Source: an optimization exercise on an open RTL-to-GDS flow (aim: small area, a short achievable clock period and few clock cycles per item). Production flows keep margins and buffers that such runs may drop.
Function not checked in this run: the RTL went through the layout flow alone.
Power and IR drop assume default switching activity.

==> design/flow/design.v <==
module learnCosts(clock, nrst, en, fsourceID, fbatteryStat, fValue, fclusterID, initial_epsilon, address, wr_en, data_in, data_out, done);
	input clock, nrst, en;
	input [15:0] fsourceID, fbatteryStat, fValue, fclusterID, data_in, initial_epsilon;
	output done, wr_en;
	output [10:0] address;
	output [15:0] data_out;
	localparam S_IDLE = 4'd0,  S_SRCH = 4'd1,  S_CHK = 4'd2,  S_QRD = 4'd3,
	           S_KSC  = 4'd4,  S_SRD  = 4'd5,  S_CNT = 4'd6,  S_SWR = 4'd7,
	           S_BAT  = 4'd8,  S_EPS  = 4'd9,  S_IDW = 4'd10, S_QVW = 4'd11,
	           S_CLW  = 4'd12, S_NCW  = 4'd13;
	reg [3:0]  st;
	reg [10:0] addr;
	reg [15:0] dout;
	reg        wr, done_r;
	reg [6:0]  u;        
	reg [5:0]  rem;      
	reg        hj;       
	reg [3:0]  k;        
	reg        isnew, reinit;
	wire c1 = data_in[15:8] == fsourceID[7:0];
	wire c2 = data_in[7:0]  == fsourceID[15:8];
	wire c3 = data_in[15:8] == fsourceID[15:8];
	wire last0 = rem == 6'd1;
	wire last1 = rem == 6'd2;
	wire [6:0] u1 = u + 7'd1;
	wire [6:0] u2 = u + 7'd2;
	wire [7:0] ucnt = {1'b0, u} + 8'h23;
	wire [3:0] kd = k - 4'd1;
	wire [10:0] a_id  = {3'b000, u, 1'b0};
	wire [10:0] a_q   = {1'b0, u[6], ~u[6], ~u[6], u[5:0], 1'b0};
	wire [10:0] a_cl  = {3'b000, u[6], ~u[6], u[5:0], 1'b0};
	wire [10:0] a_bat = {3'b001, u, 1'b0};
	wire [10:0] a_cnt = {2'b11, ucnt, 1'b0};
	wire [10:0] a_dst = {k[2] ? u1 : u, ~k[2], k[1:0], 1'b0};
	wire [10:0] a_src = {6'd0, kd[2], ~kd[2], kd[1:0], 1'b0};
	task finish;
		begin
			st     <= S_IDLE;
			done_r <= 1'b1;
			wr     <= 1'b0;
			addr   <= 11'h68A;
		end
	endtask
	always @(posedge clock) begin
		if (!nrst) begin
			st     <= S_IDLE;
			done_r <= 1'b0;
			wr     <= 1'b0;
			addr   <= 11'h68A;
		end else begin
			case (st)
				S_IDLE: if (en) begin
					done_r <= 1'b0;
					rem    <= data_in[5:0];
					u      <= 7'h24;
					hj     <= 1'b0;
					isnew  <= 1'b1;
					if (data_in[5:0] == 6'd0) begin
						st   <= S_KSC;
						addr <= 11'h688;
					end else begin
						st   <= S_SRCH;
						addr <= 11'h049;
					end
				end
				S_SRCH: begin
					if (c1) begin
						st   <= hj ? S_QRD : S_CHK;
						addr <= hj ? a_q : a_id;
					end else if (last0) begin
						st   <= S_KSC;
						addr <= 11'h688;
						u    <= u1;
					end else if (c2) begin
						addr <= {3'b000, u1, 1'b1};
						u    <= u1;
						rem  <= rem - 6'd1;
						hj   <= 1'b1;
					end else if (last1) begin
						st   <= S_KSC;
						addr <= 11'h688;
						u    <= u2;
					end else begin
						addr <= {3'b000, u2, 1'b1};
						u    <= u2;
						rem  <= rem - 6'd2;
						hj   <= 1'b0;
					end
				end
				S_CHK: begin
					if (c3) begin
						st   <= S_QRD;
						addr <= a_q;
					end else begin
						st   <= last0 ? S_KSC : S_SRCH;
						addr <= last0 ? 11'h688 : {3'b000, u1, 1'b1};
						u    <= u1;
						rem  <= rem - 6'd1;
						hj   <= 1'b0;
					end
				end
				S_QRD: begin
					reinit <= data_in < fValue;
					isnew  <= 1'b0;
					st     <= S_KSC;
					addr   <= 11'h688;
				end
				S_KSC: begin
					dout <= data_in;
					k    <= data_in[3:0];
					st   <= S_CNT;
					addr <= a_cnt;
					wr   <= 1'b1;
				end
				S_CNT: begin
					k <= kd;
					if (k == 4'd0) begin
						dout <= fbatteryStat;
						st   <= S_BAT;
						addr <= a_bat;
					end else begin
						st   <= S_SRD;
						addr <= a_src;
						wr   <= 1'b0;
					end
				end
				S_SRD: begin
					dout <= data_in;
					st   <= S_SWR;
					addr <= a_dst;
					wr   <= 1'b1;
				end
				S_SWR: begin
					k <= kd;
					if (k[2:0] == 3'd0) begin
						dout <= fbatteryStat;
						st   <= S_BAT;
						addr <= a_bat;
					end else begin
						st   <= S_SRD;
						addr <= a_src;
						wr   <= 1'b0;
					end
				end
				S_BAT: begin
					if (isnew) begin
						dout <= fsourceID;
						st   <= S_IDW;
						addr <= a_id;
					end else if (reinit) begin
						dout <= initial_epsilon;
						st   <= S_EPS;
						addr <= 11'h004;
					end else
						finish;
				end
				S_IDW: begin
					dout <= fValue;
					st   <= S_QVW;
					addr <= a_q;
				end
				S_QVW: begin
					dout <= fclusterID;
					st   <= S_CLW;
					addr <= a_cl;
				end
				S_CLW: begin
					dout <= {9'd0, u - 7'h23};    
					st   <= S_NCW;
					addr <= 11'h68A;
				end
				default: finish;    
			endcase
		end
	end
	assign address  = addr;
	assign data_out = dout;
	assign wr_en    = wr;
	assign done     = done_r;
endmodule
==> design/flow/run.sh <==
#!/bin/bash
# synth_recipe.tcl (not shown) runs the flow's synth.tcl, then flattens the netlist and writes it again
# the make line also repeats each setting of config.mk as NAME=value (left out here)
make -C /OpenROAD-flow-scripts/flow DESIGN_CONFIG=/design/flow/config.mk WORK_HOME=/design/flow/orfs CLKGATE_MAP_FILE= SYNTH_SCRIPT=/design/flow/synth_recipe.tcl finish
==> design/flow/config.mk <==
export PLATFORM = sky130hd
export DESIGN_NAME = learnCosts
export DESIGN_NICKNAME = learnCosts
export VERILOG_FILES = /design/flow/design.v
export SDC_FILE = /design/flow/constraint.sdc
export NUM_CORES = 4
export LEC_CHECK = 0
export CAP_MARGIN = 20
export CORE_MARGIN = 2
export CORE_UTILIZATION = 40
export PLACE_DENSITY = 0.6
export SLEW_MARGIN = 20
==> design/flow/constraint.sdc <==
create_clock -name core_clock -period 10.0 [get_ports {clock}]
set_input_delay 2.0000 -clock core_clock [delete_from_list [all_inputs] [get_ports {clock}]]
set_output_delay 2.0000 -clock core_clock [all_outputs]
set_load 0.01 [all_outputs]
==> flow_summary_export.csv <==
group,metric,value,unit
run_status,status,"timing/DRC/antenna clean",
cells_and_area,finalNetCount,857,
cts,cts.clk_slew.worst_paths,80,ps
pwr,power,1.20,mW
critical_path,cp-start-kind,"input pin",
cells_and_area,fin_cells,903,
critical_path,path_class,"in -> reg",
routing,vias,5429,
global_route,grt_pass1_vias,5248,
pwr,seqPwrFrac,0.323,
die,die-area,13800,sq um
yosys,ys_seq_area_frac,0.275,
routing,drcViolationCount,0,
die,fp.dieW,118,microns
yosys,postSynth.asyncResetShare,0,
yosys,avgSynthCellArea,8.34,sq um
cells_and_area,drive_gt1_frac,0.0657,
routing,wirelength,20.3,mm
timing,tightest_slew,830,ps
die,core-area,12600,sq um
yosys,ys_ff_latch,53,
routing,antenna_left,0,
global_route,grt_pass1_wl,31.0,mm
cts,cts_sinks,53,
die,initial_core_util,0.410,
critical_path,worst-path-buf-inv,1,
cts,post_cts_buffers,0,
critical_path,crit_fanout,8,
cts,htree_levels,2,
routing,drt_iter0_drc,594,
global_route,track_usage,0.287,
yosys,netlist_area,5170,sq um
critical_path,cp_top_family,"simple AND/OR/NAND/NOR gates",
timing,hold_violations,0,
yosys,synth_edf_count,36,
yosys,synth_top_area_cell,"edfxtp_1",
yosys,yosysMostFrequentCell,"nand2_1",
critical_path,cp_slowest_stage_delay,580,ps
placed_design,hpwl,15.7,mm
yosys,yosys_warnings,1,
cts,cts_max_path_buffers,2,
critical_path,endpoint_kind,"register",
global_route,grt_max_degree,22,
yosys,synth_common_cells,"nand2_1, nor2_1, edfxtp_1, o21ai_0",
die,io_pins,128,
placed_design,gp_congestion,0.986,
routing,wl_per_cell,22.5,microns
pwr,internal_power,0.663,mW
yosys,yosys_most_used_dff,"edfxtp_1",
pwr,p_sw_frac,0.448,
global_route,antenna_found_initial,0,
placed_design,preCtsSetupSlack,5430,ps
yosys,yosys.area.top_type_share,0.209,
cts,cts_resized,0,
cts,cts_made_buffers,5,
pwr,p_leak,2.60,nW
critical_path,path_cells,"clkdlybuf4s50_1, xnor2_1, nand4_1, nor3_2, a21o_4, or4_4, a21oi_2",
yosys,syn_nets,747,
critical_path,rrSetupSlack,7170,ps
run,cap_violations,0,
routing,dr.pass1.iters,5,
timing,setup_violations,0,
critical_path,arrival,4250,ps
pwr,p_comb_frac,0.528,
placed_design,dpl.cell_count,895,
cts,cts_root_buf,"clkbuf_16",
timing,fin_setup_tns,0,ps
timing,timing.slew.headroom,0.445,
cts,hold_buffers,0,
cts,cts_tree,"done",
timing,max_freq,0.234,GHz
yosys,ys_types,81,
timing,final.setup.worst_slack,5720,ps
timing,grt_setup_unrepaired,"false",
timing,hold_ws,517,ps
pwr,clockPowerShare,0.149,
yosys,synthTopCellsByArea,"edfxtp_1, ha_1, dfxtp_1, nand2_1, xnor2_1",
critical_path,required,9970,ps
die,num_rows,41,
pwr,power_density,179,nW/um^2
critical_path,cp_slowest_cell,"or4_4",
cells_and_area,antenna_cells,0,
pwr,p_sw,0.539,mW
placed_design,io_buffers,127,
timing,fin_skew,8.25,ps
cts,clk_latency,310,ps
min_path,hold_class,"reg -> reg",
die,die_h,118,microns
pwr,ir_drop,103,uV
routing,viasPerCell,6.01,
global_route,grt_overflow_total,0,
timing,min_period_over_period,0.428,
timing,slew_violations,0,
timing,period_needed,4280,ps
cells_and_area,area_growth,29.7,%
yosys,synth_cells,620,
-- power groups by stage --
stage               Combinational [mW]  Clock, mW  Sequential [mW]
floorplan                        0.413          0            0.347
global placement                 0.626          0            0.387
detailed placement               0.621          0            0.388
CTS                              0.625      0.181            0.383
global route                     0.684      0.190            0.393
finish                           0.634      0.179            0.387
-- final cells by class --
class,instances,area [sq um]
fill,1230,5910
multi-input combinational,501,3470
inverter,35,131
sequential,53,1420
tap,172,215
clock buffer,5,125
timing repair buffer,134,1320
clock inverter,3,17.5
-- cell usage in the layout (no fill, tap or decap), types with 3 or more instances in the layout --
master           count
nor4_4               3
a222oi_1             5
a211oi_1             3
nor2b_1              4
nor2_1              42
xnor2_1             34
edfxtp_1            36
o31ai_1              6
inv_1               34
mux2_2               3
mux2i_1             20
nand2_1             82
buf_4                7
o211ai_1             6
a21o_1              10
and2_1               4
clkdlybuf4s50_1    127
dfxtp_1             17
a31oi_1             11
o21ai_0             36
clkbuf_16            5
nor3_2               4
nand2b_1            10
o221ai_1             4
o2111ai_1           10
and4_1               3
ha_1                28
o22ai_1              7
nor3_1              13
a221oi_1            12
a22oi_1             10
nand4_1              9
nand3_1             19
a21oi_1             30
xor2_1              17
-- tightest hold or removal path, delay by kind of cell (launching register included) --
| kind | cells | cell delay (ps) |
|---|---|---|
| flip-flops | 1 | 320 |
| AND/OR/NAND/NOR | 1 | 110 |
| AO/OA/AOI/OAI | 1 | 40 |
-- registers in the layout, summed over array words and instances (netlist names) --
| signal | cells |
|---|---|
| isnew | 1 |
| k | 4 |
| wr | 1 |
| done_r | 1 |
| st | 4 |
| reinit | 1 |
| u | 7 |
| dout | 16 |
| hj | 1 |
| rem | 6 |
| addr | 11 |
-- through the flow --
stage               instance area (sq um)  utilization
floorplan                            5170            -
global placement                     6560        0.520
detailed placement                   6560        0.520
CTS                                  6710        0.531
global route                         6710        0.531
finish                               6710        0.531
-- cells by family (layout without fill, tap and decap cells) --
family                     after synthesis  count (layout)  share of synthesized area
buffers and inverters                   66             177                     0.0547
adders and majority gates               28              28                     0.0678
xor gates and xnor gates                51              51                     0.0864
muxes                                   23              23                     0.0453
and+or+nand+nor                        216             216                      0.218
DFF                                     53              53                      0.275
AOI/OAI and AO/OA                      183             183                      0.253
-- per-layer routing --
| layer | wire length (microns) | track usage | vias to the layer above |
|---|---|---|---|
| met4 | 440 | 0.0791 | 0 |
| met2 | 9290 | 0.454 | 287 |
| met5 | 0 | 0 | - |
| met3 | 1540 | 0.0625 | 37 |
| li1 | - | - | 2531 |
| met1 | 9020 | 0.394 | 2574 |
-- final timing paths --
check | startpoint | to | depth (start not counted)
setup / recovery | data_in[8] | hj$_SDFFCE_PN0P_ | 7
setup reg to reg | st[2]$_SDFFE_PN0P_ | hj$_SDFFCE_PN0P_ | 6
hold / removal | addr[10]$_SDFFE_PN1N_ | addr[10]$_SDFFE_PN1N_ | 2
hold reg to reg | addr[10]$_SDFFE_PN1N_ | addr[10]$_SDFFE_PN1N_ | 2

-- what the ideal ports hide --
The results above use ideal ports. As a check the final layout listed here was re-extracted and re-timed, cells and wires unchanged. Step 1, drivers: a clkbuf_16 drives clock and a buf_2 each remaining input, both assumed. Step 2, shift: input delay + t, output delay - t, t = (earliest + latest rising clock arrival at the registers) / 2. This alone moves slack from input paths to output paths. Three values: ideal ports, drivers, drivers and shift; two values: the first two.
t, ns: 0.344
slack for setup (ns): 5.725 / 5.746 / 5.402
hold WS [ns]: 0.517 / 0.517 / 0.517
clock arrival spread, ns: 0.008 / 0.008
pins driven straight from the clock port: 1
After both steps setup and hold are still met in this run. For this run, drivers alone change the setup slack by +0.021 ns; drivers and shift together by -0.323 ns.
